Context: an optimization exercise on an open-source flow, tuned for small area, a short achievable clock period and few clock cycles per item. The choices shown serve that exercise and are no tape-out recipe.
RTL that was checked went through simulation tests only; none was proved equivalent to the original.
No functional check of the RTL was part of run 3.
Power figures rest on the tool's default switching activity, not on a simulated workload.

==> design/flow/design.v <==
module comparison (
	input       iClk,
	input [7:0] iNum1,
	input [7:0] iNum2,
	output reg [7:0] oNum_Smaller,
	output reg [7:0] oNum_Greater
);
	always @(posedge iClk) begin
		if (iNum1 <= iNum2) begin
			oNum_Smaller <= iNum1;
			oNum_Greater <= iNum2;
		end else begin
			oNum_Smaller <= iNum2;
			oNum_Greater <= iNum1;
		end
	end
endmodule
module rank_order(
	input iClk,
	input iRst_n,
	input iValid,
	output oReady,
	input [3:0] iOrder,
	input [7:0] iNum1, iNum2, iNum3,
	input [7:0] iNum4, iNum5, iNum6,
	input [7:0] iNum7, iNum8, iNum9,
	output reg [7:0] oValue,
	output reg oValid
);
	assign oReady = 1'b1;
	wire [71:0] x = {iNum9, iNum8, iNum7, iNum6, iNum5, iNum4, iNum3, iNum2, iNum1};
	function ge8(input [7:0] a, input [7:0] b);
		reg cy; integer q;
		begin
			cy = 1'b1;
			for (q = 0; q < 8; q = q + 1) cy = (a[q] & ~b[q]) | (a[q] & cy) | (~b[q] & cy);
			ge8 = cy;
		end
	endfunction
	function [1:0] fa(input a, input b, input c);
		fa = {(a & b) | (a & c) | (b & c), a ^ b ^ c};
	endfunction
	wire [80:0] ge;
	genvar gi, gj;
	generate
		for (gi = 0; gi < 9; gi = gi + 1) begin : cmp
			for (gj = 0; gj < gi; gj = gj + 1) begin : col
				assign ge[9*gi+gj] = ge8(x[8*gi +: 8], x[8*gj +: 8]);
			end
		end
	endgenerate
	reg [5:0] cs_q [0:8];
	generate
		for (gi = 0; gi < 9; gi = gi + 1) begin : row
			wire [7:0] c;
			for (gj = 0; gj < 9; gj = gj + 1) begin : cb
				if (gj < gi) begin : lo
					assign c[gj] = ge[9*gi+gj];
				end else if (gj > gi) begin : hi
					assign c[gj-1] = ~ge[9*gj+gi];
				end
			end
			wire [1:0] f0 = fa(c[0], c[1], c[2]);
			wire [1:0] f1 = fa(c[3], c[4], c[5]);
			always @(posedge iClk) cs_q[gi] <= {c[7], c[6], f1, f0};
		end
	endgenerate
	reg [71:0] x_q;
	reg [3:0] ord_q;
	reg vld_q;
	always @(posedge iClk) begin
		if (!iRst_n) vld_q <= 1'b0;
		else vld_q <= iValid;
		x_q <= x;
		ord_q <= iOrder;
	end
	wire [3:0] km1 = ord_q - 4'd1;
	wire [3:0] km2 = ord_q - 4'd2;
	wire [8:0] sel;
	wire [71:0] pick;
	generate
		for (gi = 0; gi < 9; gi = gi + 1) begin : rank
			wire [5:0] v = cs_q[gi];
			wire [1:0] f2 = fa(v[0], v[2], v[4]);
			wire [1:0] f3 = fa(v[1], v[3], f2[1]);
			wire [3:0] p = {1'b0, f3[1], f3[0], f2[0]};
			assign sel[gi] = v[5] ? (p == km2) : (p == km1);
			assign pick[8*gi +: 8] = {8{sel[gi]}} & x_q[8*gi +: 8];
		end
	endgenerate
	wire [7:0] res = pick[7:0] | pick[15:8] | pick[23:16] | pick[31:24] | pick[39:32]
	               | pick[47:40] | pick[55:48] | pick[63:56] | pick[71:64];
	always @(posedge iClk) begin
		if (!iRst_n) oValid <= 1'b0;
		else oValid <= vld_q;
		oValue <= res;
	end
endmodule
==> design/flow/flow/run.sh <==
#!/bin/bash
# Standard ORFS layout (the standard.sh) with three changes:
#  - synthesis is the standard flow's own script, except that the final ABC mapping uses
#    flow/abc_delay.script (delay-targeted mapping) instead of ORFS's speed script;
#  - the port buffers are plain buf_2 cells;
#  - repair may swap cells across footprints.
set -euo pipefail
work=$(pwd)
export MY_ABC_SCRIPT=$work/flow/abc_delay.script
export FLOW_SYNTH_TCL=$work/synth_recipe.tcl
bash standard.sh "SYNTH_SCRIPT=$work/flow/synth.tcl" \
  "BUFFER_PORTS_ARGS=-buffer_cell sky130_fd_sc_hd__buf_2" MATCH_CELL_FOOTPRINT=0 \
  finish > standard.log 2>&1
==> design/flow/flow/abc_delay.script <==
strash
dch
map -D 1500
topo
buffer -c
upsize -c -D 1500
dnsize -c -D 1500
==> design/flow/flow/synth.tcl <==
# The standard flow's synthesis script, with the final ABC call pointed at our own ABC script.
proc abc {args} {
  set i [lsearch -exact $args -script]
  if {$i >= 0} { lset args [expr {$i + 1}] $::env(MY_ABC_SCRIPT) }
  yosys abc {*}$args
}
source $::env(FLOW_SYNTH_TCL)
==> design/flow/standard.sh <==
#!/bin/bash
# synth_recipe.tcl (not shown) runs the flow's synth.tcl, then flattens the netlist and writes it again
# the make line also repeats each setting of config.mk as NAME=value (left out here)
make -C /OpenROAD-flow-scripts/flow DESIGN_CONFIG=/design/flow/config.mk WORK_HOME=/design/flow/orfs CLKGATE_MAP_FILE= SYNTH_SCRIPT=/design/flow/synth_recipe.tcl "${@:-finish}"
==> design/flow/config.mk <==
export PLATFORM = sky130hd
export DESIGN_NAME = rank_order
export DESIGN_NICKNAME = rank_order
export VERILOG_FILES = /design/flow/design.v
export SDC_FILE = /design/flow/constraint.sdc
export NUM_CORES = 4
export LEC_CHECK = 0
export CAP_MARGIN = 20
export CORE_MARGIN = 2
export CORE_UTILIZATION = 40
export CTS_BUF_LIST = sky130_fd_sc_hd__clkbuf_4 sky130_fd_sc_hd__clkbuf_8
export SETUP_SLACK_MARGIN = 2.0
export SLEW_MARGIN = 20
==> design/flow/constraint.sdc <==
create_clock -name core_clock -period 5.0 [get_ports {iClk}]
set_input_delay 1.0000 -clock core_clock [delete_from_list [all_inputs] [get_ports {iClk}]]
set_output_delay 1.0000 -clock core_clock [all_outputs]
set_load 0.01 [all_outputs]
==> flow_summary.toml, run 1 <==
[power_and_ir_drop]
finalPower_w = 0.00358
power_density_mw_per_mm2 = 404
leakage_nw = 3.82
ir_worst_vdd_mv = 0.153

[yosys]
ys_types = 38
syn-cell-area_mm2 = 0.00796
synth_edf_count = 0
synthTopCellsByArea = "dfxtp_1 (35%), o22ai_1 (11%), o221ai_1 (8.9%)"
synth_cells = 946
yosys.area.top_type_share = 0.352
synthesis.nets = 1064
synth_flop_cell = "dfxtp_1"
syn_area_per_cell_um2 = 8.41
yosysSeqAreaShare = 0.352
synth_top_cell_by_area = "dfxtp_1"
ys_seq_elements = 140
yosys_warnings = 2
ys_async_sr_fraction = 0

[timing]
setup-violations-final = 0
tightest_slew_ps = 921
maxSlewHeadroom = 0.383
finalHoldViolCount = 0
tns_ps = 0
period_share = 0.555
period_needed_ps = 2780
finClkSkew_ps = 7.09
worst_slack_ps = 2220
rsz0062_at_grt = "false"
fmax_mhz = 360
slew_viol_final = 0

[clock_network]
clock_path_buffers = 2
cts_max_level = 4
numCtsBuffers = 17
cts_tree = "done"
path_clk_slew_ps = 80
cts_hold_buf = 0
worstSkewPairLatency_ps = 460
cts_root_buffer = "clkbuf_8"
cts.sink_count = 140

[status]
outcome = "no timing/DRC/antenna violations"

[critical_path]
critical_path_class = "register to register"
r2r_end = "oValue[0]$_DFF_P_"
cp.arrival_ps = 3170
worst_setup_path_start_kind = "register"
reg2regPathDepth = 9
crit_fanout = 10
worst-r2r-setup-slack_ps = 2220
cp-end-kind = "register"
timing.rr.start = "ord_q[1]$_DFF_P_"
critPathRequiredTime_ps = 5400

[global_route]
antenna_found_initial = 1
grt_pass1_vias = 7344
grt-ovfl-total = 0
grtUsageTotal = 0.261
grt_pass1_wl_um = 42600
grt_max_degree = 18

[finish]
nets = 1105
layoutNonFillerInstCount = 1265
layout-drive-gt1-share = 0.131
area_growth_pct = 11.3

[die]
core_area_mm2 = 0.0195
die_x_um = 145
io_pins = 89
start_util = 0.409
die_h_um = 145
core.rowCount = 51
die_area_mm2 = 0.0210

[route]
wl_per_cell_um = 22.1
drc = 0
via_per_inst = 6.23
drt_iter0_markers = 984
postRouteAntennaNets = 0
drt-total-wl_um = 27900
dr_total_vias = 7880
dr.pass1.iters = 6

[min_path]
worstHoldPathCells = 2
holdPathEnd = "oValid$_SDFF_PN0_"
worstHoldStart = "vld_q$_SDFF_PN0_"
holdCritPathClass = "register to register"

[placed_design]
dp_hpwl_um = 21500
gp_congestion = 0.950
dp_slack_ps = 1830
placedCellCount = 1232
port_buffers = 87

[run]
maxCapViolations = 0
==> layer usage <==
metal | GRT usage | wire [µm] | vias up
li1 | - | - | 3593
met1 | 0.376 | 12500 | 3794
met2 | 0.395 | 12200 | 446
met3 | 0.0494 | 2530 | 47
met4 | 0.0809 | 634 | 0
met5 | 0 | 0 | -
==> cells by family after synthesis <==
group / synth area share
xor+xnor: 0.0360
flops: 0.352
buf+inv: 0.115
mux: 0.00126
other cells: 0.000471
fa+ha+maj: 0.0887
simple gates: 0.0434
compound gates: 0.363
==> synth_stat cells, types with 2 or more instances <==
library cell / n
fa_1: 29
ha_1: 10
xnor2_1: 16
buf_1: 2
nor2_1: 23
o211ai_1: 3
nand3_1: 4
a2111oi_0: 3
o2111ai_1: 2
nand3b_1: 2
buf_2: 8
a21oi_1: 53
o22ai_1: 145
nand4_1: 8
a221oi_2: 2
inv_1: 161
nand2_1: 39
a21oi_2: 2
a22oi_1: 66
o21ai_0: 37
o221ai_1: 81
xor2_2: 2
clkbuf_1: 54
o21ai_1: 2
o2111a_1: 2
clkinv_1: 11
xor2_1: 13
dfxtp_1: 140
a221oi_1: 17
==> cell usage in the layout, fill, tap and decap left out, drive strengths merged, types with 2 or more instances in the layout <==
cell	count
o2111ai	2
xor2	15
dfxtp	140
clkinv	17
xnor2	16
bufinv	2
a22oi	66
inv	165
a221oi	19
a2111oi	3
buf	88
a21oi	56
o21ai	39
clkinvlp	3
nand3	4
ha	10
nor2	23
clkbuf	17
nand2	39
o221ai	81
o2111a	2
o22ai	145
o211ai	3
nand4	8
fa	29
nand3b	2
==> critical path: stages (launching register included) <==
cell	delay (ps)
dfxtp_1	360
clkinv_1	270
ha_1	480
o21ai_0	270
nor2_1	70
a2111oi_1	510
nand2_1	270
inv_1	240
a21oi_1	130
nand4_1	110
==> report_power, final <==
part           internal [W]  switching, W  total (W)
registers           0.00128     0.0000836    0.00137
logic              0.000516      0.000800    0.00132
clock network      0.000441      0.000455   0.000896
==> registers in the layout (all words and copies together), names as in the netlist <==
register / count
vld_q: 1
cs_q: 54
x_q: 72
oValue: 8
ord_q: 4
oValid: 1
==> timing repair <==
action / 4_1_cts / 5_1_grt
setup endpoints to repair: 6 / 5
gates resized for setup: 2 / 2
pin swaps: 0 / 1
setup buffers: 0 / 1
==> worst max-delay path by stage <==
stage | from | end | cells past startpoint
floorplan | iNum2[4] | cs_q[1][2]$_DFF_P_ | 8
global placement | iNum9[2] | cs_q[8][0]$_DFF_P_ | 8
detailed placement | iNum9[2] | cs_q[8][0]$_DFF_P_ | 8
CTS | ord_q[1]$_DFF_P_ | oValue[2]$_DFF_P_ | 10
global route | ord_q[1]$_DFF_P_ | oValue[5]$_DFF_P_ | 10
finish | ord_q[1]$_DFF_P_ | oValue[0]$_DFF_P_ | 9
==> stage by stage <==
step	hold slack, ps	util	area [µm²]
after floorplan	388	-	7960
after global placement	397	0.435	8460
after detailed placement	409	0.435	8460
after CTS	421	0.454	8840
after global routing	431	0.455	8860
final	412	0.455	8860
==> layout make-up <==
cell class,count,area (µm²)
Clock inverter,14,146
Inverter,173,649
Tap cell,265,332
Clock buffer,17,234
Fill cell,1949,10600
Antenna cell,1,2.50
Multi-Input combinational cell,567,4250
Timing Repair Buffer,88,443
Sequential cell,140,2800
Testbench counts, summed over its fixed seeds: cycles 9,616, items 9,600.
==> run 2: changes to the inputs <==
==> design/flow/flow/abc_delay.script (replaced) <==
strash
dch
map -D 1500
topo
==> run 2 against run 1 <==
  * Setup slack got worse by 76 ps
  * Synthesized cell count shrank 6.9%
  * Global-route usage grew 0.71 points
  * First-iteration DRC count increased by 8.3%
  * Sequential power about the same
  * Largest cell class unchanged
  * Clock skew grew 3.7 ps
  * Non-clock buffer count grew 6
  * Still clean
  * Combinational power about the same
  * Utilization up 2.0 points
  * Design area increased by 0.32%
  * Register-to-register slack gained 50 ps
==> flow_summary.toml, run 2 <==
[placed_design]
placedCellCount = 1202
port_buffers = 87
place_area_mm2 = 0.00836
gp_congestion = 0.990
dp_slack_ps = 1510
dp_hpwl_um = 20800

[finish]
area_growth_pct = 16.5
largest_register = "x_q"
top_regs = "x_q x72, cs_q x54, oValue x8"
largest_reg_flops = 72
layout-drive-gt1-share = 0.138
layout_commonest_cell = "clkinv_1"
layout_common_cells = "clkinv_1 (167), o22ai_1 (145), dfxtp_1 (139), buf_2 (87), o221ai_1 (81)"
layoutNonFillerInstCount = 1241
fin_area_mm2 = 0.00889
nets = 1111
final_util = 0.475

[timing]
slew_viol_final = 0
fmax_mhz = 351
rsz0062_at_grt = "false"
maxSlewHeadroom = 0.438
finClkSkew_ps = 10.8
period_share = 0.570
worst_slack_ps = 2150
period_needed_ps = 2850
setup-violations-final = 0
tightest_slew_ps = 839
tns_ps = 0
finalHoldViolCount = 0

[die]
core.rowCount = 50
core_area_mm2 = 0.0187
io_pins = 89
die_area_mm2 = 0.0202
die_x_um = 142
start_util = 0.408
die_h_um = 142

[route]
dr.pass1.iters = 8
drc = 0
dr_total_vias = 7900
postRouteAntennaNets = 0
drt_iter0_markers = 1066
via_per_inst = 6.37
drt-total-wl_um = 27000
wl_per_cell_um = 21.7

[global_route]
grt_pass1_wl_um = 41200
antenna_found_initial = 0
grt-ovfl-total = 0
grtUsageTotal = 0.268
grt_pass1_vias = 7133
grt_max_degree = 18

[yosys]
yosys.area.top_type_share = 0.367
synth_flop_cell = "dfxtp_1"
syn_area_per_cell_um2 = 8.66
synthesis.nets = 999
synth_cells = 881
synthTopCellsByArea = "dfxtp_1 (37%), o22ai_1 (12%), o221ai_1 (9.3%)"
synth_edf_count = 0
ys_types = 27
yosysSeqAreaShare = 0.367
synth_top_cell_by_area = "dfxtp_1"
yosysMostFrequentCell = "clkinv_1"
syn-cell-area_mm2 = 0.00763
ys_async_sr_fraction = 0
yosys_warnings = 2
ys_seq_elements = 140
synth_common_cells = "clkinv_1 (173), o22ai_1 (145), dfxtp_1 (140)"

[clock_network]
cts_tree = "done"
cts_root_buffer = "clkbuf_8"
cts.sink_count = 140
numCtsBuffers = 17
cts_hold_buf = 0
clock_path_buffers = 2
cts_max_level = 4
worstSkewPairLatency_ps = 460
path_clk_slew_ps = 80

[power_and_ir_drop]
ir_worst_vdd_mv = 0.164
power_density_mw_per_mm2 = 411
leakage_nw = 3.22

[critical_path]
cp.arrival_ps = 3190
critPathRequiredTime_ps = 5340
crit_fanout = 11
worst-r2r-setup-slack_ps = 2270
cp-end-kind = "register"
critical_path_class = "input pin to register"
worst_setup_path_start_kind = "input pin"

[status]
outcome = "no timing/DRC/antenna violations"

[run]
maxCapViolations = 0

[min_path]
holdCritPathClass = "register to register"
[run 2: layer usage]
metal  global-route usage  share of wire  up-vias
li1                     -              -     3628
met1                0.396           0.46     3738
met2                0.386           0.42      477
met3               0.0659           0.10       57
met4               0.0758          0.020        0
met5                    0              0        -
[run 2: cell type report]
class | count | area [µm²]
flip-flops and latches | 140 | 2810
repair buffers | 94 | 488
clock inverters | 15 | 176
well taps | 234 | 293
diodes | 1 | 2.50
multi-input cells | 567 | 4220
inverters | 173 | 672
fillers | 1866 | 9820
clock buffers | 17 | 234
[run 2: power breakdown]
group,switching (W),internal [W]
sequential,0.0000840,0.00128
clock,0.000481,0.000460
combinational,0.000814,0.000528
total,0.00138,0.00227
[run 2: path summary, 6_finish.rpt]
path,startpoint,depth (start not counted),endpoint
max,iNum6[1],12,cs_q[6][3]$_DFF_P_
min,vld_q$_SDFF_PN0_,2,oValid$_SDFF_PN0_
max reg2reg,ord_q[1]$_DFF_P_,11,oValue[3]$_DFF_P_
min reg2reg,vld_q$_SDFF_PN0_,2,oValid$_SDFF_PN0_
[run 2: timing repair]
action | 4_1_cts | 5_1_grt
pin swaps | 1 | 0
gates resized for setup | 7 | 8
setup buffers | 1 | 5
setup endpoints to repair | 8 | 15
[run 2: cell families after synthesis]
kind of cell | after synthesis | share of synthesized area
muxes | 1 | 0.00131
buffers and inverters | 174 | 0.0861
adders and majority gates | 39 | 0.0925
other | 1 | 0.000491
xor gates and xnor gates | 31 | 0.0356
AOI/OAI and AO/OA | 417 | 0.374
DFF | 140 | 0.367
and+or+nand+nor | 78 | 0.0433
[run 2: stage by stage]
stage	total power [W]	hold slack, ps
3_3_place_gp	0.00269	390
4_1_cts	0.00364	408
5_1_grt	0.00386	441
3_5_place_dp	0.00271	392
6_report	0.00365	407
2_1_floorplan	0.00221	383
[run 2: critical path, cell delays in order]
cell and delay [ps]:
buf_2 170, clkinv_1 330, o22ai_1 270, o221ai_1 200, o221ai_1 120, a21oi_1 100
a221oi_1 250, a221oi_1 110, a21oi_2 270, clkinv_1 130, a21oi_1 140, o21ai_0 90
==> run 3: changes to the inputs <==
--- a/design/flow/design.v
+++ b/design/flow/design.v
@@ -67,5 +67,6 @@
 	endgenerate
 	reg [71:0] x_q;
-	reg [3:0] ord_q;
+	reg [2:0] k1_q, k2_q;
+	reg k1_ok, k2_ok;
 	reg vld_q;
 	always @(posedge iClk) begin
@@ -73,8 +74,9 @@
 		else vld_q <= iValid;
 		x_q <= x;
-		ord_q <= iOrder;
+		k1_q <= iOrder - 4'd1;
+		k2_q <= iOrder - 4'd2;
+		k1_ok <= (iOrder >= 4'd1) && (iOrder <= 4'd8);
+		k2_ok <= (iOrder >= 4'd2) && (iOrder <= 4'd9);
 	end
-	wire [3:0] km1 = ord_q - 4'd1;
-	wire [3:0] km2 = ord_q - 4'd2;
 	wire [8:0] sel;
 	wire [71:0] pick;
@@ -84,6 +86,6 @@
 			wire [1:0] f2 = fa(v[0], v[2], v[4]);
 			wire [1:0] f3 = fa(v[1], v[3], f2[1]);
-			wire [3:0] p = {1'b0, f3[1], f3[0], f2[0]};
-			assign sel[gi] = v[5] ? (p == km2) : (p == km1);
+			wire [2:0] p = {f3[1], f3[0], f2[0]};
+			assign sel[gi] = v[5] ? (k2_ok && p == k2_q) : (k1_ok && p == k1_q);
 			assign pick[8*gi +: 8] = {8{sel[gi]}} & x_q[8*gi +: 8];
 		end
==> design/flow/flow/abc_delay.script (replaced) <==
strash
dch
map -D 1500
topo
buffer -c
upsize -c -D 1500
dnsize -c -D 1500
==> run 3 against run 2 <==
  * Sequential share of layout area is 0.41 points higher
  * Wire length increased by 6.4%
  * Sequential cell count up 4
  * Utilization decreased by 1.5 points
  * Combinational power hardly changed
  * Power increased by 2.3%
  * Count of clock-buffer cells in the layout grew 2
  * Clock power grew 6.1%
  * Non-clock buffer count shrank 5
  * Design area is 1.4% higher
  * Via count increased by 1.4%
  * Critical endpoint is now cs_q[3][2]$_DFF_P_
  * Largest power group unchanged
==> flow_summary.toml, run 3 <==
[power_and_ir_drop]
ir_worst_vdd_mv = 0.161
comb_power_share = 0.355
p_int_w = 0.00236
leakage_nw = 3.84
finalPower_w = 0.00373
switchingPower_w = 0.00137
power_density_mw_per_mm2 = 414
seqPwrFrac = 0.377
clkPwrFrac = 0.268
switching_share = 0.367

[clock_network]
path_clk_slew_ps = 80
cts.sink_count = 144
cts_tree = "done"
clock_path_buffers = 2
cts_max_level = 4
numCtsBuffers = 17
worstSkewPairLatency_ps = 450
cts_root_buffer = "clkbuf_8"
cts_hold_buf = 0
cts_setup_buffers = 0
cts_resized = 0

[critical_path]
r2r_end = "oValue[0]$_DFF_P_"
worst-r2r-setup-slack_ps = 2200
reg2regPathDepth = 7
path_cells = "buf_2 -> clkinv_1 -> o221ai_1 -> o221ai_1 -> a21oi_1 -> a221oi_1 -> o22ai_1 -> inv_1 -> fa_1"
timing.rr.start = "cs_q[0][0]$_DFF_P_"
cpMostUsedCell = "o221ai_1"
worst_setup_path_start_kind = "input pin"
crit_start = "iNum7[2]"
critPathRequiredTime_ps = 5320
crit_slowest_cell = "fa_1"
endpoint = "cs_q[3][2]$_DFF_P_"
critPathMaxStageDelay_ps = 430
cp-end-kind = "register"
cp.arrival_ps = 3140
crit_fanout = 10
critical_path_class = "input pin to register"

[route]
dr_total_vias = 8014
via_per_inst = 6.32
wl_per_cell_um = 22.6
drt-total-wl_um = 28700
drt_iter0_markers = 1267
drc = 0
postRouteAntennaNets = 0
dr.pass1.iters = 9

[timing]
rsz0062_at_grt = "false"
fmax_mhz = 355
whs_ps = 406
finalHoldViolCount = 0
finClkSkew_ps = 9.58
slew_viol_final = 0
tns_ps = 0
period_share = 0.564
tightest_slew_ps = 967
maxSlewHeadroom = 0.355
period_needed_ps = 2820
setup-violations-final = 0

[finish]
layout_commonest_cell = "inv_1"
top_regs = "x_q x72, cs_q x54, oValue x8"
layout_common_cells = "inv_1 (166), o22ai_1 (148), dfxtp_1 (144), buf_2 (87), o221ai_1 (81)"
layout-drive-gt1-share = 0.132
largest_reg_flops = 72
largest_register = "x_q"
nets = 1108
area_growth_pct = 12.0
layoutNonFillerInstCount = 1269

[placed_design]
port_buffers = 87
dp_hpwl_um = 21300
placedCellCount = 1236
gp_congestion = 0.949

[yosys]
syn_area_per_cell_um2 = 8.46
syn-cell-area_mm2 = 0.00805
ys_seq_elements = 144
synth_edf_count = 0
synth_cells = 951
synthTopCellsByArea = "dfxtp_1 (36%), o22ai_1 (12%), o221ai_1 (8.8%)"
yosys_warnings = 2
yosysSeqAreaShare = 0.358
synthesis.nets = 1069
yosysMostFrequentCell = "inv_1"
synth_flop_cell = "dfxtp_1"
ys_types = 35
ys_async_sr_fraction = 0
synth_top_cell_by_area = "dfxtp_1"
yosys.area.top_type_share = 0.358
synth_common_cells = "inv_1 (166), o22ai_1 (148), dfxtp_1 (144)"

[global_route]
grt_max_degree = 18
grt_pass1_wl_um = 44300
antenna_found_initial = 1
grtUsageTotal = 0.267
grt_pass1_vias = 7342
grt-ovfl-total = 0

[die]
start_util = 0.411
io_pins = 89
core.rowCount = 51
core_area_mm2 = 0.0196
die_x_um = 146
die_area_mm2 = 0.0213
die_h_um = 146

[min_path]
holdCritPathClass = "register to register"

[run]
maxCapViolations = 0

[status]
outcome = "no timing/DRC/antenna violations"
[run 3: cell types whose count changed in the layout (fill, tap and decap cells not counted), sizes merged, moves of 4 or more]
cell	before	now
nand3	4	0
clkinv	170	13
a21oi	56	64
xnor2	16	20
buf	94	89
dfxtp	140	144
inv	8	171
clkinvlp	8	1
nor2	23	31
xor2	15	8
a2111oi	3	8
nand2	39	14
[run 3: through the flow]
stage          cell area [µm²]  utilization  worst slack (ps)
6_report                  9010        0.460              2180
3_5_place_dp              8560        0.437              1820
5_1_grt                   9010        0.460              2050
4_1_cts                   8990        0.459              2010
3_3_place_gp              8560        0.437              1820
2_1_floorplan             8050            -              2340
[run 3: final cells by class]
class	instances	area, µm²
Fill cell	1932	10600
Multi-Input combinational cell	563	4260
Sequential cell	144	2880
Inverter	175	657
Timing Repair Buffer	89	450
Tap cell	265	332
Clock buffer	19	262
Clock inverter	13	173
Antenna cell	1	2.50
[run 3: worst min-delay path by stage]
stage	slack, ps	start	depth (start not counted)	end
after floorplan	390	vld_q$_SDFF_PN0_	2	oValid$_SDFF_PN0_
after global placement	390	vld_q$_SDFF_PN0_	2	oValid$_SDFF_PN0_
after detailed placement	400	vld_q$_SDFF_PN0_	2	oValid$_SDFF_PN0_
after CTS	410	vld_q$_SDFF_PN0_	2	oValid$_SDFF_PN0_
after global routing	420	vld_q$_SDFF_PN0_	2	oValid$_SDFF_PN0_
final	410	vld_q$_SDFF_PN0_	2	oValid$_SDFF_PN0_
[run 3: critical path, delay by kind of cell]
kind / cells / cell delay, ps
AOI/OAI and AO/OA: 5 / 1080
buffers and inverters: 3 / 630
adders and majority gates: 1 / 430
[run 3: logic make-up (layout without fill, tap and decap cells)]
group	count (synthesis)	after routing	share of synthesized area
adder cells (fa/ha/maj)	39	39	0.0877
buffers and inverters	244	296	0.117
multiplexers	3	3	0.00373
other	1	2	0.000466
flip-flops	144	144	0.358
AND/OR/NAND/NOR	57	57	0.0302
AO/OA/AOI/OAI	435	435	0.372
XOR/XNOR	28	28	0.0305
[run 3: metal layers]
metal,up-vias,GRT usage,wire (µm)
met1,3754,0.389,12500
met4,0,0.0745,636
met2,552,0.400,12500
met5,-,0,0
li1,3636,-,-
met3,72,0.0564,3030
[run 3: power groups by stage]
stage,clock network [W],registers [W],logic [W]
after floorplan,0,0.00142,0.000896
after global placement,0,0.00143,0.00127
after detailed placement,0,0.00143,0.00129
after CTS,0.00101,0.00141,0.00129
after global routing,0.00106,0.00143,0.00147
final,0.000999,0.00141,0.00132
==> run 4: changes to the inputs <==
--- a/design/flow/design.v
+++ b/design/flow/design.v
@@ -50,23 +50,26 @@
 		end
 	endgenerate
-	reg [5:0] cs_q [0:8];
+	function cbit(input [80:0] g, input integer i, input integer j);
+		cbit = (j < i) ? g[9*i+j] : ~g[9*j+i];
+	endfunction
+	reg [3:0] cs_q [0:8];
+	reg [8:0] ring_q;    
 	generate
 		for (gi = 0; gi < 9; gi = gi + 1) begin : row
-			wire [7:0] c;
-			for (gj = 0; gj < 9; gj = gj + 1) begin : cb
-				if (gj < gi) begin : lo
-					assign c[gj] = ge[9*gi+gj];
-				end else if (gj > gi) begin : hi
-					assign c[gj-1] = ~ge[9*gj+gi];
-				end
+			localparam integer A = (gi + 2) % 9, B = (gi + 3) % 9, C = (gi + 4) % 9;
+			localparam integer D = (gi + 5) % 9, E = (gi + 6) % 9, F = (gi + 7) % 9;
+			wire [1:0] f0 = fa(cbit(ge, gi, A), cbit(ge, gi, B), cbit(ge, gi, C));
+			wire [1:0] f1 = fa(cbit(ge, gi, D), cbit(ge, gi, E), cbit(ge, gi, F));
+			always @(posedge iClk) cs_q[gi] <= {f1, f0};
+			localparam integer N = (gi + 1) % 9;
+			if (N < gi) begin : rl
+				always @(posedge iClk) ring_q[gi] <= ge[9*gi+N];
+			end else begin : rh
+				always @(posedge iClk) ring_q[gi] <= ge[9*N+gi];
 			end
-			wire [1:0] f0 = fa(c[0], c[1], c[2]);
-			wire [1:0] f1 = fa(c[3], c[4], c[5]);
-			always @(posedge iClk) cs_q[gi] <= {c[7], c[6], f1, f0};
 		end
 	endgenerate
 	reg [71:0] x_q;
-	reg [2:0] k1_q, k2_q;
-	reg k1_ok, k2_ok;
+	reg [3:0] ord_q;
 	reg vld_q;
 	always @(posedge iClk) begin
@@ -74,18 +77,20 @@
 		else vld_q <= iValid;
 		x_q <= x;
-		k1_q <= iOrder - 4'd1;
-		k2_q <= iOrder - 4'd2;
-		k1_ok <= (iOrder >= 4'd1) && (iOrder <= 4'd8);
-		k2_ok <= (iOrder >= 4'd2) && (iOrder <= 4'd9);
+		ord_q <= iOrder;
 	end
+	wire [3:0] km1 = ord_q - 4'd1;
+	wire [3:0] km2 = ord_q - 4'd2;
 	wire [8:0] sel;
 	wire [71:0] pick;
 	generate
 		for (gi = 0; gi < 9; gi = gi + 1) begin : rank
-			wire [5:0] v = cs_q[gi];
-			wire [1:0] f2 = fa(v[0], v[2], v[4]);
+			wire [3:0] v = cs_q[gi];
+			localparam integer P = (gi + 8) % 9, N = (gi + 1) % 9;
+			wire rp = (P < gi) ? ring_q[P] : ~ring_q[P];    
+			wire rn = (N < gi) ? ring_q[gi] : ~ring_q[gi];  
+			wire [1:0] f2 = fa(v[0], v[2], rp);
 			wire [1:0] f3 = fa(v[1], v[3], f2[1]);
-			wire [2:0] p = {f3[1], f3[0], f2[0]};
-			assign sel[gi] = v[5] ? (k2_ok && p == k2_q) : (k1_ok && p == k1_q);
+			wire [3:0] p = {1'b0, f3[1], f3[0], f2[0]};
+			assign sel[gi] = rn ? (p == km2) : (p == km1);
 			assign pick[8*gi +: 8] = {8{sel[gi]}} & x_q[8*gi +: 8];
 		end
==> run 4 against run 3 <==
  * Still clean
  * Utilization up 0.35 points
  * Die area down 3.5%
  * Cell count about the same
  * Clock power up 4%
  * Count of clock-buffer cells in the layout down 1
  * Clock skew up 1.7 ps
  * Combinational power down 4%
  * Synthesized cell count down 0.32%
  * Design area down 2.8%
  * Critical endpoint is now cs_q[1][0]$_DFF_P_
  * Largest cell class unchanged
==> flow_summary.toml, run 4 <==
[status]
outcome = "no timing/DRC/antenna violations"

[global_route]
grt_pass1_wl_um = 43400
grt-ovfl-total = 0
grt_pass1_vias = 7495
grtUsageTotal = 0.281
antenna_found_initial = 0
grt_max_degree = 17

[die]
core_area_mm2 = 0.0189
core.rowCount = 50
die_x_um = 143
io_pins = 89
die_area_mm2 = 0.0205
die_h_um = 143
start_util = 0.411

[route]
drt-total-wl_um = 28400
drt_iter0_markers = 1114
dr_total_vias = 7841
dr.pass1.iters = 6
wl_per_cell_um = 22.4
postRouteAntennaNets = 0
drc = 0
via_per_inst = 6.17

[power_and_ir_drop]
finalPower_w = 0.00360
power_density_mw_per_mm2 = 411
leakage_nw = 3.73
ir_worst_vdd_mv = 0.160

[finish]
area_growth_pct = 12.9
largest_register = "x_q"
multiInputGateArea_mm2 = 0.00431
layout-drive-gt1-share = 0.134
layout_common_cells = "o22ai_1 (143), inv_1 (134), dfxtp_1 (129), a22oi_1 (104), buf_2 (87)"
fillers = 1944
layoutNonFillerInstCount = 1270
largest_reg_flops = 72
nets = 1112
seqCellArea_mm2 = 0.00263
top_regs = "x_q x72, cs_q x36, ring_q x9"
layout_commonest_cell = "o22ai_1"

[critical_path]
critical_path_class = "input pin to register"
crit_slowest_cell = "fa_1"
worst_setup_path_start_kind = "input pin"
path_cells = "buf_2 -> inv_1 -> o22ai_1 -> o221ai_1 -> o221ai_1 -> a21oi_1 -> a221oi_1 -> o22ai_1 -> fa_1 -> inv_1"
crit_fanout = 14
critPathMaxStageDelay_ps = 540
reg2regPathDepth = 14
cp-end-kind = "register"
cp.arrival_ps = 3150
critPathRequiredTime_ps = 5350

[timing]
finalHoldViolCount = 0
tns_ps = 0
rsz0062_at_grt = "false"
slew_viol_final = 0
period_needed_ps = 2800
maxSlewHeadroom = 0.312
period_share = 0.560
fmax_mhz = 357
setup-violations-final = 0
whs_ps = 408
finClkSkew_ps = 11.2
tightest_slew_ps = 1030

[placed_design]
placedCellCount = 1237
gp_congestion = 0.943
dp_hpwl_um = 21400
port_buffers = 87

[yosys]
yosysMostFrequentCell = "o22ai_1"
synthTopCellsByArea = "dfxtp_1 (34%), o22ai_1 (12%), a22oi_1 (10%)"
synth_top_cell_by_area = "dfxtp_1"
ys_async_sr_fraction = 0
synth_common_cells = "o22ai_1 (143), inv_1 (135), dfxtp_1 (131)"
synth_cells = 948
ys_seq_elements = 131
synthesis.nets = 1064
synth_edf_count = 0
syn-cell-area_mm2 = 0.00776
yosys_warnings = 2
ys_types = 43
syn_area_per_cell_um2 = 8.18
yosys.area.top_type_share = 0.338
synth_flop_cell = "dfxtp_1"
yosysSeqAreaShare = 0.338

[clock_network]
cts_setup_buffers = 0
worstSkewPairLatency_ps = 450
clock_path_buffers = 2
cts_root_buffer = "clkbuf_8"
cts.sink_count = 131
cts_hold_buf = 0
cts_tree = "done"
path_clk_slew_ps = 80
cts_max_level = 4
numCtsBuffers = 17

[min_path]
worstHoldPathCells = 2
holdCritPathClass = "register to register"

[run]
maxCapViolations = 0
run 4: cell types whose count changed in the layout (fill, tap and decap cells not counted), sizes merged, moves of 9 or more:
cell and delta:
o21ai +26, nand2 +38, dfxtp -13, a221oi -9, a22oi +38, nor2 -10
clkinv +9, o221ai -39, inv -30
run 4: logic make-up (layout without fill, tap and decap cells):
logic type               count (synthesis)  after routing  synth area share
AO/OA/AOI/OAI                          439            439             0.376
XOR/XNOR                                35             35            0.0414
adder cells (fa/ha/maj)                 37             37            0.0868
buffers and inverters                  215            276             0.107
flip-flops                             131            131             0.338
other                                    1              2          0.000483
AND/OR/NAND/NOR                         90             90            0.0506
run 4: where the power goes:
part	leakage [nW]	total, W	switching, W	internal [W]
Combinational	2.40	0.00127	0.000774	0.000501
Clock	0.228	0.00104	0.000438	0.000606
Sequential	1.10	0.00128	0.0000779	0.00120
Total	3.73	0.00360	0.00129	0.00231
run 4: cell type report:
| cell class | count | share of cell area |
|---|---|---|
| clock inverter | 14 | 0.0259 |
| clock buffer | 18 | 0.0276 |
| sequential | 131 | 0.300 |
| timing repair buffer | 87 | 0.0497 |
| tap | 260 | 0.0371 |
| multi-input combinational | 602 | 0.492 |
| antenna | 1 | 0.000286 |
| inverter | 157 | 0.0678 |
run 4: repair_timing:
item                                    in CTS  in global routing
endpoints found under the setup margin       8                  2
pin swaps                                    1                  0
resized for setup                            1                  3
run 4: path summary, 6_finish.rpt:
check | to | slack [ps] | start
min reg2reg | oValid$_SDFF_PN0_ | 410 | vld_q$_SDFF_PN0_
min | oValid$_SDFF_PN0_ | 410 | vld_q$_SDFF_PN0_
max reg2reg | oValue[2]$_DFF_P_ | 2250 | ord_q[0]$_DFF_P_
max | cs_q[1][0]$_DFF_P_ | 2200 | iNum2[1]
run 4: critical path: cells and delay by family:
kind / cells / cell delay, ps
compound gates: 6 / 1150
buf+inv: 3 / 460
fa+ha+maj: 1 / 540
run 4: per-stage QoR:
stage	worst slack, ps	utilization	instance area [µm²]
CTS	2180	0.463	8750
global route	2000	0.464	8760
floorplan	2270	-	7760
global placement	1790	0.438	8280
finish	2200	0.464	8760
detailed placement	1790	0.438	8280
run 4: metal layers:
| metal | routed length [µm] | global-route usage | up-vias |
|---|---|---|---|
| met3 | 2660 | 0.0533 | 36 |
| met5 | 0 | 0 | - |
| met1 | 12800 | 0.408 | 3759 |
| met4 | 412 | 0.0681 | 0 |
| met2 | 12500 | 0.430 | 453 |
| li1 | - | - | 3593 |
Testbench counts of run 4, summed over its fixed seeds: cycles 9,616, items 9,600.
==> run 5: changes to the inputs <==
--- a/design/flow/config.mk
+++ b/design/flow/config.mk
@@ -10,4 +10,4 @@
 export CORE_UTILIZATION = 40
 export CTS_BUF_LIST = sky130_fd_sc_hd__clkbuf_4 sky130_fd_sc_hd__clkbuf_8
-export SETUP_SLACK_MARGIN = 2.0
+export SETUP_SLACK_MARGIN = 2.4
 export SLEW_MARGIN = 20
==> run 5 against run 4 <==
  * Largest power group is now combinational logic
  * Synthesized area unchanged
  * Clock skew increased by 1.5 ps
  * Highest routed layer unchanged
  * Hold slack improved by 13 ps
  * Cell count increased by 2.5%
  * Non-clock buffer count increased by 33
  * Sequential power about the same
  * Critical endpoint is now cs_q[5][0]$_DFF_P_
  * Synthesized cell count unchanged
  * Setup slack improved by 200 ps
  * Largest cell class unchanged
  * Global-route usage decreased by 0.76 points
  * Critical path depth increased by 1
  * Maximum frequency increased by 7.8%
==> flow_summary.toml, run 5 <==
[clock_network]
cts.sink_count = 131
cts_tree = "done"
clock_path_buffers = 2
cts_hold_buf = 0
path_clk_slew_ps = 90
cts_root_buffer = "clkbuf_8"
worstSkewPairLatency_ps = 450
cts_max_level = 4
numCtsBuffers = 17

[yosys]
yosys.area.top_type_share = 0.338
synthesis.nets = 1064
yosysMostFrequentCell = "o22ai_1"
synth_flop_cell = "dfxtp_1"
yosys_warnings = 2
ys_async_sr_fraction = 0
syn-cell-area_mm2 = 0.00776
synthTopCellsByArea = "dfxtp_1 (34%), o22ai_1 (12%), a22oi_1 (10%)"
synth_edf_count = 0
ys_seq_elements = 131
syn_area_per_cell_um2 = 8.18
synth_cells = 948
yosysSeqAreaShare = 0.338
synth_common_cells = "o22ai_1 (143), inv_1 (135), dfxtp_1 (131)"
synth_top_cell_by_area = "dfxtp_1"
ys_types = 43

[power_and_ir_drop]
leakage_nw = 3.87
comb_power_share = 0.396
clkPwrFrac = 0.244
p_int_w = 0.00219
power_density_mw_per_mm2 = 383
switchingPower_w = 0.00134
seqPwrFrac = 0.361
switching_share = 0.380
ir_worst_vdd_mv = 0.126

[global_route]
grt_pass1_wl_um = 41900
antenna_found_initial = 0
grt_pass1_vias = 7200
grt_util_met1 = 0.397
busiest_layer = "met2"
grt_util_met2 = 0.406
grt-ovfl-total = 0
grtUsageTotal = 0.273
grtUsageMet3 = 0.0573
grt_max_degree = 17

[critical_path]
critPathRequiredTime_ps = 5330
crit_fanout = 7
cp-end-kind = "register"
critical_path_class = "input pin to register"
cp.arrival_ps = 2930
worst_setup_path_start_kind = "input pin"

[timing]
slew_viol_final = 0
rsz0062_at_grt = "true"
finClkSkew_ps = 12.7
period_share = 0.519
finalHoldViolCount = 0
setup-violations-final = 0
fmax_mhz = 385
period_needed_ps = 2590
tns_ps = 0

[die]
start_util = 0.411
io_pins = 89
core_area_mm2 = 0.0189
die_area_mm2 = 0.0205
die_x_um = 143
core.rowCount = 50
die_h_um = 143

[finish]
top_regs = "x_q x72, cs_q x36, ring_q x9"
layout-drive-gt1-share = 0.208
layout_common_cells = "o22ai_1 (127), dfxtp_1 (125), inv_1 (124), a22oi_1 (103), buf_2 (84)"
area_growth_pct = 18.7
nets = 1145
antenna_cells = 0
fillers = 1861
final_util = 0.487
layout_commonest_cell = "o22ai_1"
largest_reg_flops = 72
largest_register = "x_q"

[route]
drc = 0
postRouteAntennaNets = 0
via_per_inst = 6.13
dr.pass1.iters = 6
wl_per_cell_um = 21.7
dr_total_vias = 7975
drt_iter0_markers = 1143
drt-total-wl_um = 28300

[placed_design]
gp_congestion = 0.957
dp_hpwl_um = 21100
port_buffers = 87

[status]
outcome = "no timing/DRC/antenna violations"

[min_path]
holdCritPathClass = "register to register"

[run]
maxCapViolations = 0
run 5: kinds of logic after synthesis:
group,synth area share
compound gates,0.376
xor+xnor,0.0414
fa+ha+maj,0.0868
buf+inv,0.107
flops,0.338
other cells,0.000483
simple gates,0.0506
run 5: final cells by class:
class                           instances  area (µm²)  share of cell area
Clock inverter                         15         150              0.0163
Inverter                              157         642              0.0697
Tap cell                              260         325              0.0353
Multi-Input combinational cell        602        4500               0.488
Timing Repair Buffer                  120         719              0.0781
Sequential cell                       131        2640               0.287
Clock buffer                           17         234              0.0254
run 5: timing repair:
| item | 4_1_cts | 5_1_grt |
|---|---|---|
| gates resized for setup | 14 | 57 |
| pin swaps | 2 | 15 |
| setup buffers | 5 | 28 |
| endpoints found under the setup margin | 13 | 33 |
run 5: path summary, 6_finish.rpt:
kind,depth (start not counted),slack (ps),from,to
worst max-delay path,11,2410,iNum6[1],cs_q[5][0]$_DFF_P_
worst min-delay path,2,420,vld_q$_SDFF_PN0_,oValid$_SDFF_PN0_
worst max register to register,10,2500,ring_q[1]$_DFF_P_,oValue[5]$_DFF_P_
worst min register to register,2,420,vld_q$_SDFF_PN0_,oValid$_SDFF_PN0_
run 5: per-stage QoR:
stage               setup WS (ps)  instance area (µm²)  power, W  cells  hold slack (ps)
floorplan                    2410                 7780   0.00217    948              388
detailed placement           1860                 8290   0.00257   1237              408
global placement             1850                 8290   0.00255   1237              392
global route                 2310                 9210   0.00373   1302              446
CTS                          2350                 8790   0.00347   1274              420
finish                       2410                 9210   0.00353   1302              421
run 5: metal layers:
| metal | routed length [µm] | vias to the layer above |
|---|---|---|
| li1 | - | 3659 |
| met1 | 12400 | 3794 |
| met2 | 12300 | 451 |
| met3 | 2910 | 71 |
| met4 | 752 | 0 |
| met5 | 0 | - |
run 5: worst max-delay path, stage by stage:
cell,delay (ps)
buf_2,180
clkinvlp_4,190
o22ai_1,180
o221ai_1,140
o221ai_2,130
o221ai_1,190
a21oi_1,220
o22ai_1,140
inv_1,130
ha_1,250
xor2_1,160
run 5: power by group through the flow:
stage | registers, W | clock network [W] | logic [W]
floorplan | 0.00129 | 0 | 0.000878
global placement | 0.00130 | 0 | 0.00125
finish | 0.00127 | 0.000860 | 0.00140
detailed placement | 0.00130 | 0 | 0.00127
global route | 0.00129 | 0.000913 | 0.00153
CTS | 0.00128 | 0.000872 | 0.00132
==> run 6: changes to the inputs <==
--- a/design/flow/config.mk
+++ b/design/flow/config.mk
@@ -10,4 +10,4 @@
 export CORE_UTILIZATION = 40
 export CTS_BUF_LIST = sky130_fd_sc_hd__clkbuf_4 sky130_fd_sc_hd__clkbuf_8
-export SETUP_SLACK_MARGIN = 2.4
+export SETUP_SLACK_MARGIN = 2.8
 export SLEW_MARGIN = 20
==> run 6 against run 5 <==
  * Wire length rose by 12%
  * Synthesized cell count did not move
  * Sequential share of layout area fell by 4.9 points
  * Combinational power rose by 26%
  * Design area rose by 22%
  * Global-route usage rose by 2.3 points
  * Critical path depth fell by 2
  * Die area did not move
  * Maximum frequency rose by 6.2%
  * Register-to-register slack improved by 60 ps
  * Clock power rose by 15%
  * Still clean
  * Setup slack improved by 150 ps
==> flow_summary.toml, run 6 <==
[status]
outcome = "no timing/DRC/antenna violations"

[global_route]
grt_pass1_vias = 7934
grt_pass1_wl_um = 45500
grt-ovfl-total = 0
antenna_found_initial = 0
grt_max_degree = 17
grtUsageTotal = 0.296

[route]
via_per_inst = 6.34
postRouteAntennaNets = 0
wl_per_cell_um = 23.0
drt_iter0_markers = 1329
dr.pass1.iters = 8
drt-total-wl_um = 31700
dr_total_vias = 8742
drc = 0

[power_and_ir_drop]
clkPwrFrac = 0.244
leakage_nw = 4.52
comb_power_share = 0.439
seqPwrFrac = 0.317
ir_worst_vdd_mv = 0.147
switching_share = 0.368
power_density_mw_per_mm2 = 361
switchingPower_w = 0.00149
p_int_w = 0.00256

[clock_network]
cts_max_level = 4
cts_hold_buf = 0
cts.sink_count = 131
worstSkewPairLatency_ps = 440
path_clk_slew_ps = 80
numCtsBuffers = 17
cts_root_buffer = "clkbuf_8"
cts_tree = "done"
clock_path_buffers = 2

[finish]
top_regs = "x_q x72, cs_q x36, ring_q x9"
layout_common_cells = "dfxtp_1 (115), o22ai_1 (108), buf_4 (93), a22oi_1 (87), inv_1 (83)"
largest_register = "x_q"
final_util = 0.592
largest_reg_flops = 72
layout_commonest_cell = "dfxtp_1"
nets = 1221
layout-drive-gt1-share = 0.436
area_growth_pct = 44.2
antenna_cells = 0

[timing]
finClkSkew_ps = 12.2
slew_viol_final = 0
rsz0062_at_grt = "true"
setup-violations-final = 0
period_needed_ps = 2440
period_share = 0.489
fmax_mhz = 409
tns_ps = 0
finalHoldViolCount = 0

[critical_path]
cp.arrival_ps = 2750
critical_path_class = "register to register"
crit_fanout = 8
worst_setup_path_start_kind = "register"
cp-end-kind = "register"
critPathRequiredTime_ps = 5300

[die]
die_h_um = 143
io_pins = 89
core_area_mm2 = 0.0189
die_x_um = 143
die_area_mm2 = 0.0205
start_util = 0.411
core.rowCount = 50

[yosys]
synth_flop_cell = "dfxtp_1"
ys_types = 43
yosysSeqAreaShare = 0.338
synth_common_cells = "o22ai_1 (143), inv_1 (135), dfxtp_1 (131)"
synth_cells = 948
synth_top_cell_by_area = "dfxtp_1"
synthTopCellsByArea = "dfxtp_1 (34%), o22ai_1 (12%), a22oi_1 (10%)"
yosys.area.top_type_share = 0.338
ys_seq_elements = 131
ys_async_sr_fraction = 0
synthesis.nets = 1064
yosys_warnings = 2
yosysMostFrequentCell = "o22ai_1"
synth_edf_count = 0
syn-cell-area_mm2 = 0.00776
syn_area_per_cell_um2 = 8.18

[placed_design]
gp_congestion = 0.905
dp_hpwl_um = 21500
port_buffers = 87

[run]
maxCapViolations = 0

[min_path]
holdCritPathClass = "register to register"
run 6: what timing repair did:
| item | in CTS | in global routing |
|---|---|---|
| pin swaps | 87 | 61 |
| endpoints found under the setup margin | 44 | 34 |
| resized for setup | 290 | 97 |
| buffers inserted | 61 | 39 |
| gates cloned | 7 | 2 |
run 6: final cells by class:
type | count | area, µm²
Clock buffer | 19 | 255
Clock inverter | 13 | 181
Fill cell | 1622 | 7700
Inverter | 157 | 807
Multi-Input combinational cell | 602 | 5260
Sequential cell | 131 | 2670
Tap cell | 260 | 325
Timing Repair Buffer | 188 | 1640
Timing Repair inverter | 8 | 52.6
run 6: kinds of logic after synthesis:
family / Yosys count / share of synthesized area
compound gates: 439 / 0.376
buf+inv: 215 / 0.107
flops: 131 / 0.338
simple gates: 90 / 0.0506
fa+ha+maj: 37 / 0.0868
xor+xnor: 35 / 0.0414
other cells: 1 / 0.000483
run 6: path summary, 6_finish.rpt:
path	endpoint	cells after the start	start	slack (ps)
max reg2reg	oValue[5]$_DFF_P_	9	cs_q[4][2]$_DFF_P_	2560
min reg2reg	oValid$_SDFF_PN0_	2	vld_q$_SDFF_PN0_	400
min	oValid$_SDFF_PN0_	2	vld_q$_SDFF_PN0_	400
max	oValue[5]$_DFF_P_	9	cs_q[4][2]$_DFF_P_	2560
run 6: power by group through the flow:
stage	clock, W	sequential (W)	combinational [W]
3_3_place_gp	0	0.00131	0.00130
6_report	0.000987	0.00128	0.00177
4_1_cts	0.000991	0.00128	0.00159
2_1_floorplan	0	0.00129	0.000944
5_1_grt	0.00105	0.00130	0.00191
3_5_place_dp	0	0.00131	0.00131
run 6: per-stage QoR:
step           hold WS [ps]  setup WS (ps)  std cells  instance area (µm²)  power [W]
6_report                398           2560       1378                11200    0.00404
5_1_grt                 450           2450       1378                11200    0.00425
4_1_cts                 403           2630       1337                10500    0.00386
3_5_place_dp            396           1860       1237                 8600    0.00261
3_3_place_gp            389           1880       1237                 8600    0.00260
2_1_floorplan           388           2460        948                 8320    0.00224
run 6: routing by layer:
| metal | vias up | share of wire | track usage |
|---|---|---|---|
| li1 | 3838 | - | - |
| met1 | 4156 | 0.41 | 0.412 |
| met2 | 632 | 0.44 | 0.452 |
| met3 | 116 | 0.12 | 0.0671 |
| met4 | 0 | 0.033 | 0.103 |
| met5 | - | 0 | 0 |
run 6: critical path, stage by stage, from the launching register on:
cell and delay [ps]:
dfxtp_2 340, fa_2 380, inv_2 60, fa_1 460, o21ai_2 160, a211oi_2 60
nand2_1 110, clkinvlp_4 270, a221oi_2 320, o2111ai_1 150
==> run 7: changes to the inputs <==
--- a/design/flow/config.mk
+++ b/design/flow/config.mk
@@ -8,6 +8,6 @@
 export CAP_MARGIN = 20
 export CORE_MARGIN = 2
-export CORE_UTILIZATION = 40
+export CORE_UTILIZATION = 50
 export CTS_BUF_LIST = sky130_fd_sc_hd__clkbuf_4 sky130_fd_sc_hd__clkbuf_8
-export SETUP_SLACK_MARGIN = 2.8
+export SETUP_SLACK_MARGIN = 2.6
 export SLEW_MARGIN = 20
==> run 7 against run 6 <==
  * Critical path depth unchanged
  * Non-clock buffer count decreased by 57
  * Clock power decreased by about 10%
  * Synthesized cell count unchanged
  * Sequential share of layout area increased by 3.6 points
  * Setup slack got worse by 44 ps
  * Hold slack improved by 15 ps
  * Sequential cell count unchanged
  * Sequential power about the same
  * Largest cell class unchanged
  * Highest routed layer unchanged
==> flow_summary.toml, run 7 <==
[clock_network]
cts_max_level = 4
cts_hold_buf = 0
clock_path_buffers = 2
cts.sink_count = 131
numCtsBuffers = 17
path_clk_slew_ps = 80
worstSkewPairLatency_ps = 440
cts_root_buffer = "clkbuf_8"
cts_tree = "done"

[critical_path]
cp-end-kind = "register"
worst-r2r-setup-slack_ps = 2510
worst_setup_path_start_kind = "register"
r2r_end = "oValue[5]$_DFF_P_"
critical_path_class = "register to register"
critPathRequiredTime_ps = 5310
cp.arrival_ps = 2800
crit_fanout = 7
endpoint = "oValue[5]$_DFF_P_"
timing.rr.start = "cs_q[4][2]$_DFF_P_"
reg2regPathDepth = 9
crit_start = "cs_q[4][2]$_DFF_P_"

[yosys]
yosys.area.top_type_share = 0.338
synth_flop_cell = "dfxtp_1"
ys_types = 43
synth_edf_count = 0
synthTopCellsByArea = "dfxtp_1 (34%), o22ai_1 (12%), a22oi_1 (10%)"
ys_seq_elements = 131
synth_top_family_by_area = "compound AO/OA/AOI/OAI gates"
synth.area.mux_share = 0
yosysSeqAreaShare = 0.338
syn-cell-area_mm2 = 0.00776
synth_compound_area_frac = 0.376
synth_top_cell_by_area = "dfxtp_1"
yosys.area_share.simple = 0.0506
synth_common_cells = "o22ai_1 (143), inv_1 (135), dfxtp_1 (131)"
synthXorXnorAreaFrac = 0.0414
synth_fa_ha_area_frac = 0.0868
yosys_warnings = 2
yosysMostFrequentCell = "o22ai_1"
syn_area_per_cell_um2 = 8.18
synthesis.nets = 1064
synth_cells = 948
ys_async_sr_fraction = 0

[finish]
layout-drive-gt1-share = 0.310
nets = 1158
antenna_cells = 0
layoutNonFillerInstCount = 1243
final_util = 0.638
area_growth_pct = 25.0
largest_reg_flops = 72
largest_register = "x_q"
layout_commonest_cell = "o22ai_1"
layout_common_cells = "o22ai_1 (116), dfxtp_1 (115), inv_1 (103), a22oi_1 (100), buf_2 (59)"
top_regs = "x_q x72, cs_q x36, ring_q x9"

[status]
outcome = "no timing/DRC/antenna violations"

[route]
drt_iter0_markers = 1096
drc = 0
via_per_inst = 6.68
wl_per_cell_um = 23.9
postRouteAntennaNets = 0
dr_total_vias = 8301
dr.pass1.iters = 5
drt-total-wl_um = 29700

[timing]
finalHoldViolCount = 0
period_needed_ps = 2490
finClkSkew_ps = 11.7
slew_viol_final = 0
period_share = 0.497
rsz0062_at_grt = "true"
setup-violations-final = 0
fmax_mhz = 402
tns_ps = 0

[die]
die_area_mm2 = 0.0165
io_pins = 89
die_h_um = 129
start_util = 0.510
die_x_um = 129
core.rowCount = 45
core_area_mm2 = 0.0152

[global_route]
grt_max_degree = 17
grt-ovfl-total = 0
grt_pass1_vias = 7794
grt_pass1_wl_um = 44200
grtUsageTotal = 0.355
antenna_found_initial = 0

[placed_design]
dp_hpwl_um = 21800
placedCellCount = 1165
port_buffers = 87
gp_congestion = 0.980

[run]
maxCapViolations = 0

[power_and_ir_drop]
ir_worst_vdd_mv = 0.237
power_density_mw_per_mm2 = 385
leakage_nw = 4.06

[min_path]
holdCritPathClass = "register to register"
## run 7: logic make-up (layout without fill, tap and decap cells)
family	after synthesis	after routing
AOI/OAI and AO/OA	439	439
buffers and inverters	215	322
DFF	131	131
and+or+nand+nor	90	90
adders and majority gates	37	37
xor gates and xnor gates	35	35
other	1	1
## run 7: worst min-delay path by stage
stage,from,to,slack [ps],cells after the start
after floorplan,vld_q$_SDFF_PN0_,oValid$_SDFF_PN0_,390,2
after global placement,vld_q$_SDFF_PN0_,oValid$_SDFF_PN0_,400,2
after detailed placement,vld_q$_SDFF_PN0_,oValid$_SDFF_PN0_,400,2
after CTS,vld_q$_SDFF_PN0_,oValid$_SDFF_PN0_,420,2
after global routing,vld_q$_SDFF_PN0_,oValid$_SDFF_PN0_,430,2
final,vld_q$_SDFF_PN0_,oValid$_SDFF_PN0_,410,2
## run 7: repair_timing
action	CTS	global route
resized for setup	87	115
pin swaps	30	44
cloned	1	1
setup endpoints to repair	39	36
setup buffers	23	21
endpoints found under the hold margin	0	0
## run 7: through the flow
step           setup WS, ps  cell area [µm²]  hold slack (ps)  total power, W
3_3_place_gp           1730             8320              396         0.00255
4_1_cts                2540             9210              416         0.00360
3_5_place_dp           1730             8320              402         0.00258
5_1_grt                2390             9700              431         0.00394
2_1_floorplan          2460             8020              388         0.00220
6_report               2510             9700              413         0.00373
## run 7: final cells by class
cell class / count / area [µm²]
inverters: 157 / 686
flip-flops and latches: 131 / 2660
well taps: 188 / 235
multi-input cells: 602 / 4780
clock buffers: 18 / 248
fillers: 1347 / 5510
repair inverters: 2 / 12.5
repair buffers: 131 / 925
clock inverters: 14 / 143
## run 7: per-layer routing
metal,track usage,routed length (µm),vias up
li1,-,-,3706
met1,0.522,12700,4007
met2,0.523,12900,541
met3,0.0852,3520,47
met4,0.0927,511,0
met5,0,0,-
## run 7: where the power goes
part | internal, W | switching (W) | total, W
registers | 0.00120 | 0.0000785 | 0.00128
clock network | 0.000423 | 0.000465 | 0.000888
logic | 0.000669 | 0.000894 | 0.00156
total | 0.00230 | 0.00144 | 0.00373
## run 7: critical path, stage by stage (launching register included)
cell	delay, ps
dfxtp_2	340
fa_2	380
inv_2	60
fa_1	450
o21ai_1	170
a211oi_1	60
nand2_1	160
clkinvlp_4	270
a221oi_2	330
o2111ai_1	130
==> run 8: changes to the inputs <==
--- a/design/flow/config.mk
+++ b/design/flow/config.mk
@@ -8,6 +8,7 @@
 export CAP_MARGIN = 20
 export CORE_MARGIN = 2
-export CORE_UTILIZATION = 50
+export CORE_UTILIZATION = 40
 export CTS_BUF_LIST = sky130_fd_sc_hd__clkbuf_4 sky130_fd_sc_hd__clkbuf_8
+export GPL_TIMING_DRIVEN = 0
 export SETUP_SLACK_MARGIN = 2.6
 export SLEW_MARGIN = 20
==> run 8 against run 7 <==
  * Still clean
  * Count of clock-buffer cells in the layout grew 2
  * Clock skew rose by 2.5 ps
  * Via count rose by 1.1%
  * Synthesized area did not move
  * Sequential cell count did not move
  * Register-to-register slack improved by 40 ps
  * Power rose by 4.7%
  * Cell count is 11% higher
  * Largest cell class unchanged
==> flow_summary.toml, run 8 <==
[power_and_ir_drop]
power_density_mw_per_mm2 = 376
ir_worst_vdd_mv = 0.141
leakage_nw = 4.39

[yosys]
syn-cell-area_mm2 = 0.00776
synth_cells = 948
ys_types = 43
synth_edf_count = 0
ys_seq_elements = 131
yosys.area.top_type_share = 0.338
synthesis.nets = 1064
synth_common_cells = "o22ai_1 (143), inv_1 (135), dfxtp_1 (131)"
synth_top_cell_by_area = "dfxtp_1"
syn_area_per_cell_um2 = 8.18
ys_async_sr_fraction = 0
yosysSeqAreaShare = 0.338
yosys_warnings = 2
yosysMostFrequentCell = "o22ai_1"
synthTopCellsByArea = "dfxtp_1 (34%), o22ai_1 (12%), a22oi_1 (10%)"
synth_flop_cell = "dfxtp_1"

[timing]
slew_viol_final = 0
worst_slack_ps = 2530
tightest_slew_ps = 691
finClkSkew_ps = 14.2
fmax_mhz = 405
finalHoldViolCount = 0
whs_ps = 409
setup-violations-final = 0
rsz0062_at_grt = "true"
period_share = 0.494
period_needed_ps = 2470
maxSlewHeadroom = 0.539
tns_ps = 0

[global_route]
grtUsageTotal = 0.292
grt_pass1_vias = 7694
grt_pass1_wl_um = 44400
grt-ovfl-total = 0
antenna_found_initial = 1
grt_max_degree = 17

[route]
drt_iter0_markers = 956
postRouteAntennaNets = 0
via_per_inst = 6.07
dr.pass1.iters = 7
wl_per_cell_um = 21.9
dr_total_vias = 8395
drt-total-wl_um = 30200
drc = 0

[die]
die_area_mm2 = 0.0205
die_h_um = 143
start_util = 0.411
io_pins = 89
die_x_um = 143
core_area_mm2 = 0.0189
core.rowCount = 50

[critical_path]
critPathMaxStageDelay_ps = 530
crit_family = "compound AO/OA/AOI/OAI gates"
cp_num_buf_inv = 4
path_cells = "buf_2 -> inv_4 -> buf_8 -> a22oi_1 -> o21ai_1 -> o221ai_1 -> a21oi_1 -> o22ai_2 -> fa_1 -> inv_1"
critical_path_class = "input pin to register"
crit_fanout = 10
critPathRequiredTime_ps = 5360
cp-end-kind = "register"
cp.arrival_ps = 2840
worst_setup_path_start_kind = "input pin"
crit_slowest_cell = "fa_1"

[run]
maxCapViolations = 0

[clock_network]
cts_root_buffer = "clkbuf_8"
cts_hold_buf = 0
worstSkewPairLatency_ps = 460
path_clk_slew_ps = 80
cts_max_level = 4
cts_tree = "done"
cts.sink_count = 131
clock_path_buffers = 2
numCtsBuffers = 17

[placed_design]
port_buffers = 87
place_area_mm2 = 0.00878
dp_slack_ps = 1720
dp_hpwl_um = 21800
gp_congestion = 0.979

[min_path]
holdCritPathClass = "register to register"

[finish]
nets = 1225
largest_register = "x_q"
layout_common_cells = "o22ai_1 (119), dfxtp_1 (117), inv_1 (101), a22oi_1 (95), buf_2 (77)"
top_regs = "x_q x72, cs_q x36, ring_q x9"
layout_commonest_cell = "o22ai_1"
layout-drive-gt1-share = 0.360
fin_area_mm2 = 0.0104
largest_reg_flops = 72
area_growth_pct = 33.9

[status]
outcome = "no timing/DRC/antenna violations"
==> run 8: kinds of logic (layout without fill, tap and decap cells) <==
| family | Yosys count | count (layout) | share of synthesized area |
|---|---|---|---|
| xor gates and xnor gates | 35 | 35 | 0.0414 |
| AOI/OAI and AO/OA | 439 | 439 | 0.376 |
| adders and majority gates | 37 | 37 | 0.0868 |
| other | 1 | 2 | 0.000483 |
| and+or+nand+nor | 90 | 90 | 0.0506 |
| buffers and inverters | 215 | 389 | 0.107 |
| DFF | 131 | 131 | 0.338 |
==> run 8: path summary, 6_finish.rpt <==
kind / startpoint / end / slack, ps / cells after the start
hold / removal: vld_q$_SDFF_PN0_ / oValid$_SDFF_PN0_ / 410 / 2
setup / recovery: iNum7[1] / cs_q[4][0]$_DFF_P_ / 2530 / 10
setup reg to reg: cs_q[1][2]$_DFF_P_ / oValue[7]$_DFF_P_ / 2550 / 11
hold reg to reg: vld_q$_SDFF_PN0_ / oValid$_SDFF_PN0_ / 410 / 2
==> run 8: through the flow <==
| step | instances | total power (W) | utilization |
|---|---|---|---|
| after floorplan | 948 | 0.00220 | - |
| after global placement | 1295 | 0.00259 | 0.465 |
| after detailed placement | 1295 | 0.00262 | 0.465 |
| after CTS | 1357 | 0.00377 | 0.521 |
| after global routing | 1383 | 0.00412 | 0.550 |
| final | 1383 | 0.00391 | 0.550 |
==> run 8: what timing repair did <==
action / in CTS / in global routing
resized for setup: 123 / 143
setup endpoints to repair: 38 / 33
gates cloned: 0 / 3
setup buffers: 30 / 22
pin swaps: 39 / 48
==> run 8: report_power, final <==
group	switching [W]	total (W)	internal, W
Clock	0.000434	0.000959	0.000526
Combinational	0.000947	0.00168	0.000729
Sequential	0.0000684	0.00127	0.00120
==> run 8: area by class of cell <==
class	instances	area [µm²]
fill	1789	8500
multi-input combinational	602	4880
sequential	131	2660
timing repair buffer	141	941
inverter	157	681
buffer	58	463
tap	260	325
clock buffer	20	269
clock inverter	12	156
timing repair inverter	1	7.51
antenna	1	2.50
==> run 8: worst reg2reg max path: cells and delay by family (launching register included) <==
kind            cells  cell delay, ps
simple gates        3             440
buf+inv             2             300
compound gates      3             270
xor+xnor            1             150
flops               1             330
fa+ha+maj           2             790
==> run 8: routing by layer <==
metal	up-vias	GRT usage	part of all wire
li1	3831	-	-
met1	4043	0.417	0.44
met2	463	0.443	0.44
met3	58	0.0657	0.10
met4	0	0.0831	0.023
met5	-	0	0
==> run 9: changes to the inputs <==
--- a/design/flow/config.mk
+++ b/design/flow/config.mk
@@ -10,5 +10,4 @@
 export CORE_UTILIZATION = 40
 export CTS_BUF_LIST = sky130_fd_sc_hd__clkbuf_4 sky130_fd_sc_hd__clkbuf_8
-export GPL_TIMING_DRIVEN = 0
 export SETUP_SLACK_MARGIN = 2.6
 export SLEW_MARGIN = 20
==> run 9 against run 8 <==
  * Setup slack better by 64 ps
  * Register-to-register slack better by 50 ps
  * Power is 2.8% lower
==> flow_summary.toml, run 9 <==
[die]
start_util = 0.411
die_area_mm2 = 0.0205
io_pins = 89
die_x_um = 143
core.rowCount = 50

[finish]
largest_reg_flops = 72
nets = 1166
largest_register = "x_q"
layout_common_cells = "dfxtp_1 (120), o22ai_1 (118), inv_1 (103), a22oi_1 (95), buf_2 (58)"
layout-drive-gt1-share = 0.325

[clock_network]
clock_path_buffers = 2
worstSkewPairLatency_ps = 450
cts_root_buffer = "clkbuf_8"
cts_hold_buf = 0
path_clk_slew_ps = 80
cts_max_level = 4
cts_tree = "done"

[route]
via_per_inst = 6.24
dr.pass1.iters = 5
drt_iter0_markers = 1009
dr_total_vias = 8266
drc = 0

[yosys]
yosysMostFrequentCell = "o22ai_1"
yosys_warnings = 2
synth_top_cell_by_area = "dfxtp_1"
ys_types = 43
ys_async_sr_fraction = 0
yosys.area.top_type_share = 0.338
ys_seq_elements = 131
synth_common_cells = "o22ai_1 (143), inv_1 (135), dfxtp_1 (131)"
synth_flop_cell = "dfxtp_1"
synth_edf_count = 0
synthesis.nets = 1064
synth_cells = 948
syn_area_per_cell_um2 = 8.18

[power_and_ir_drop]
clkPwrFrac = 0.249
switching_share = 0.373
ir_worst_vdd_mv = 0.142
switchingPower_w = 0.00142
comb_power_share = 0.414
leakage_nw = 4.08
power_density_mw_per_mm2 = 383

[critical_path]
critical_path_class = "input pin to register"
cp.arrival_ps = 2720
cp-end-kind = "register"
r2r_end = "oValue[7]$_DFF_P_"
cp_num_buf_inv = 2
path_cells = "clkbuf_4 -> inv_6 -> o22ai_1 -> o21ai_0 -> o221ai_1 -> a21oi_2 -> o22ai_2 -> fa_1"
crit_cells = 8
crit_family = "compound AO/OA/AOI/OAI gates"
worst_setup_path_start_kind = "input pin"
reg2regPathDepth = 10
critPathRequiredTime_ps = 5310

[run]
maxCapViolations = 0

[global_route]
grt_max_degree = 17
grt-ovfl-total = 0
grt_pass1_vias = 7618
grt_pass1_wl_um = 44200

[timing]
slew_viol_final = 0
finClkSkew_ps = 12.4
worst_slack_ps = 2590
whs_ps = 409
rsz0062_at_grt = "true"
fmax_mhz = 415
tns_ps = 0
setup-violations-final = 0

[placed_design]
port_buffers = 87
gp_congestion = 0.926

[status]
outcome = "no timing/DRC/antenna violations"

[min_path]
holdCritPathClass = "register to register"
holdPathEnd = "oValid$_SDFF_PN0_"
## run 9: power by group through the flow
stage | clock [W] | combinational, W | sequential (W)
2_1_floorplan | 0 | 0.000904 | 0.00129
3_3_place_gp | 0 | 0.00127 | 0.00130
3_5_place_dp | 0 | 0.00128 | 0.00130
4_1_cts | 0.000958 | 0.00143 | 0.00128
5_1_grt | 0.00101 | 0.00172 | 0.00129
6_report | 0.000946 | 0.00157 | 0.00128
## run 9: worst max path at each step
stage / startpoint / end / slack (ps)
floorplan: iNum4[1] / cs_q[1][0]$_DFF_P_ / 2460
global placement: iNum2[1] / cs_q[1][0]$_DFF_P_ / 1770
detailed placement: iNum2[1] / cs_q[1][0]$_DFF_P_ / 1820
CTS: iNum2[0] / cs_q[1][2]$_DFF_P_ / 2550
global route: cs_q[2][2]$_DFF_P_ / oValue[5]$_DFF_P_ / 2490
finish: iNum8[2] / cs_q[7][2]$_DFF_P_ / 2590
## run 9: layout make-up
type,instances,area [µm²]
Fill cell,1871,8960
Multi-Input combinational cell,602,4870
Antenna cell,1,2.50
Timing Repair Buffer,139,956
Sequential cell,131,2650
Clock inverter,14,178
Clock buffer,18,241
Tap cell,260,325
Inverter,157,684
Timing Repair inverter,2,12.5
## run 9: what timing repair did
| item | in CTS | in global routing |
|---|---|---|
| setup endpoints to repair | 34 | 35 |
| hold endpoints to repair | 0 | 0 |
| gates cloned | 1 | 1 |
| resized for setup | 103 | 112 |
| pin swaps | 32 | 42 |
| buffers inserted | 32 | 20 |
## run 9: per-layer routing
metal  global-route usage  routed length, µm  vias to the layer above
li1                     -                  -                     3722
met1                0.418              13000                     3964
met2                0.435              13100                      513
met3               0.0557               2980                       67
met4               0.0831                677                        0
met5                    0                  0                        -
## run 9: tightest hold or removal path, cell delays in order, from the launching register on
cell	delay [ps]
dfxtp_1	310
inv_1	40
nor2_1	30
## run 9: cells by family (layout without fill, tap and decap cells)
family                     Yosys count  in the layout  synth area share
other                                1              2          0.000483
buffers and inverters              215            330             0.107
adders and majority gates           37             37            0.0868
and+or+nand+nor                     90             90            0.0506
xor gates and xnor gates            35             35            0.0414
DFF                                131            131             0.338
AOI/OAI and AO/OA                  439            439             0.376
## run 9: per-stage QoR
step | power [W] | instance area [µm²]
floorplan | 0.00220 | 8020
global placement | 0.00257 | 8410
detailed placement | 0.00259 | 8410
CTS | 0.00367 | 9400
global route | 0.00402 | 9930
finish | 0.00380 | 9930

Check on run 9: ideal ports give 2.592 ns setup slack; a clkbuf_16 on the clock port and buf_2 on the inputs give 2.595 ns; moving port delays by the midpoint clock arrival (0.479 ns) as well gives 2.115 ns.
